Background: an optimization exercise with open tools, aiming at small area. Do not read the settings as production practice.
The RTL was checked by simulation tests, not by an equivalence proof against the original design.
The flow treats the clock pin as an ideal source. Dropping or thinning the clock tree relies on that and would not hold on a real chip.
Power figures rest on the tool's default switching activity, not on a simulated workload.

## uart_tx_rx
module uart_tx_rx(
input clk,
input rst,  
input start,
input [7:0] txin,
output tx,
input rx,
output [7:0] rxout,
output rxdone, txdone
);
For scale: roughly 99 cells after synthesis, ~0.0011 mm^2 of cells after synthesis.
==> flow/config.mk <==
export PLATFORM = sky130hd
export DESIGN_NAME = uart_tx_rx
export DESIGN_NICKNAME = uart_tx_rx
export VERILOG_FILES = /design/flow/design.v
export SDC_FILE = /design/flow/constraint.sdc
export NUM_CORES = 4
export LEC_CHECK = 0
export CAP_MARGIN = 20
export CORE_MARGIN = 2
export CORE_UTILIZATION = 35
export SLEW_MARGIN = 20
==> flow/constraint.sdc <==
create_clock -name core_clock -period 10.0 [get_ports {clk}]
set_input_delay 2.0000 -clock core_clock [delete_from_list [all_inputs] [get_ports {clk}]]
set_output_delay 2.0000 -clock core_clock [all_outputs]
set_load 0.01 [all_outputs]
standard.sh (not shown) runs the stock make flow with config.mk's settings and CLKGATE_MAP_FILE= SYNTH_SCRIPT=/design/flow/synth_recipe.tcl, a recipe that flattens the netlist after the stock synthesis.
==> flow/flow/run.sh <==
#!/bin/bash
# The standard layout (standard.sh) with these changes, all for cell area:
#  - synthesis: flow/synth.tcl (no adder cells; ABC with the best of the area scripts flow/abc*.script)
#  - ports buffered with buf_1
#  - clock: CTS_HOOK_N buffers of type CTS_HOOK_CELL instead of TritonCTS's tree (flow/cts_hook.tcl)
set -euo pipefail
here=$(pwd)
export FLOW_ABC_DIR=$here/flow
export CTS_HOOK_CELL=${CTS_HOOK_CELL:-clkbuf_16} CTS_HOOK_N=${CTS_HOOK_N:-1}
bash standard.sh \
  "SYNTH_SCRIPT=$here/flow/synth.tcl" \
  "BUFFER_PORTS_ARGS=-buffer_cell sky130_fd_sc_hd__buf_1" \
  "PRE_CTS_TCL=$here/flow/cts_hook.tcl" \
  finish > standard.log 2>&1
==> flow/flow/cts_hook.tcl <==
# Clock tree: CTS_HOOK_N clock buffers of type CTS_HOOK_CELL, each driving the
# clock pins of one group of registers (grouped by x position) and placed at
# that group's centre; the clock port drives only the buffers. TritonCTS is
# not run.
set blk [ord::get_db_block]
set master [[ord::get_db] findMaster sky130_fd_sc_hd__$::env(CTS_HOOK_CELL)]
set nbuf $::env(CTS_HOOK_N)
set clknet [$blk findNet clk]
set sinks {}
foreach it [$clknet getITerms] {
  set bb [[$it getInst] getBBox]
  lappend sinks [list [expr {([$bb xMin] + [$bb xMax]) / 2}] [expr {([$bb yMin] + [$bb yMax]) / 2}] $it]
}
set sinks [lsort -integer -index 0 $sinks]
set total [llength $sinks]
$clknet setSigType CLOCK
for {set g 0} {$g < $nbuf} {incr g} {
  set lo [expr {$g * $total / $nbuf}]
  set hi [expr {($g + 1) * $total / $nbuf - 1}]
  set inst [odb::dbInst_create $blk $master clkbuf_root_$g]
  set net [odb::dbNet_create $blk clk_root_$g]
  $net setSigType CLOCK
  set sx 0; set sy 0; set k 0
  foreach s [lrange $sinks $lo $hi] {
    incr sx [lindex $s 0]; incr sy [lindex $s 1]; incr k
    set it [lindex $s 2]
    $it disconnect
    $it connect $net
  }
  $inst setLocation [expr {$sx / $k}] [expr {$sy / $k}]
  $inst setPlacementStatus PLACED
  [$inst findITerm A] connect $clknet
  [$inst findITerm X] connect $net
  puts "cts_hook: clkbuf_root_$g drives $k clock pins"
}
rename clock_tree_synthesis orfs_clock_tree_synthesis_unused
proc clock_tree_synthesis {args} { set_propagated_clock [all_clocks] }
Other scripts of this flow, unchanged in this note and not shown: flow/flow/abc1.script, flow/flow/abc10.script, flow/flow/abc2.script, flow/flow/abc3.script, flow/flow/abc4.script, flow/flow/abc5.script, flow/flow/abc6.script, flow/flow/abc7.script, flow/flow/abc8.script, flow/flow/abc9.script, flow/flow/synth.tcl
The starting point completed without violations.
==> next run, changes <==
--- a/flow/flow/run.sh
+++ b/flow/flow/run.sh
@@ -8,3 +8,3 @@
 export FLOW_ABC_DIR=$here/flow
-export CTS_HOOK_CELL=${CTS_HOOK_CELL:-clkbuf_16} CTS_HOOK_N=${CTS_HOOK_N:-1}
+export CTS_HOOK_CELL=${CTS_HOOK_CELL:-clkbuf_4} CTS_HOOK_N=${CTS_HOOK_N:-3}
 bash standard.sh \
PLACE_DENSITY = 0.6   (was default)
Outcome:
- The new run went through all stages and came out clean
- cell count goes up by 1.2%
- power falls by 0.82%
- flip-flop and latch count is unchanged
No run of this note takes its clock network from TritonCTS; it comes from the design's own scripts or RTL.

## port drivers added, routing unchanged
The flow's constraints put no driver on any port. The routed layouts listed below were extracted and timed again, unchanged, in two steps. Step 1 (the two cells are an assumption about what drives the block):
set clk [get_ports {clk}]
set_driving_cell -lib_cell sky130_fd_sc_hd__clkbuf_16 $clk
set_driving_cell -lib_cell sky130_fd_sc_hd__buf_2 [delete_from_list [all_inputs] $clk]
Step 2 moves the port delays by t, midway between the first and last clock arrival at a register: inputs arrive t later, outputs are due t later. That takes back most of the time a late clock gives input paths. Slacks: ideal / step 1 / step 2; pairs: ideal / step 1.
run	t, ns	setup slack, ns	slew at the worst register clock pin (ns)
the first run	0.197	6.375 / 6.342 / 6.539	0.10 / 0.10
the second run	0.195	6.370 / 6.337 / 6.532	0.11 / 0.11
After both steps setup and hold are still met in every run listed.
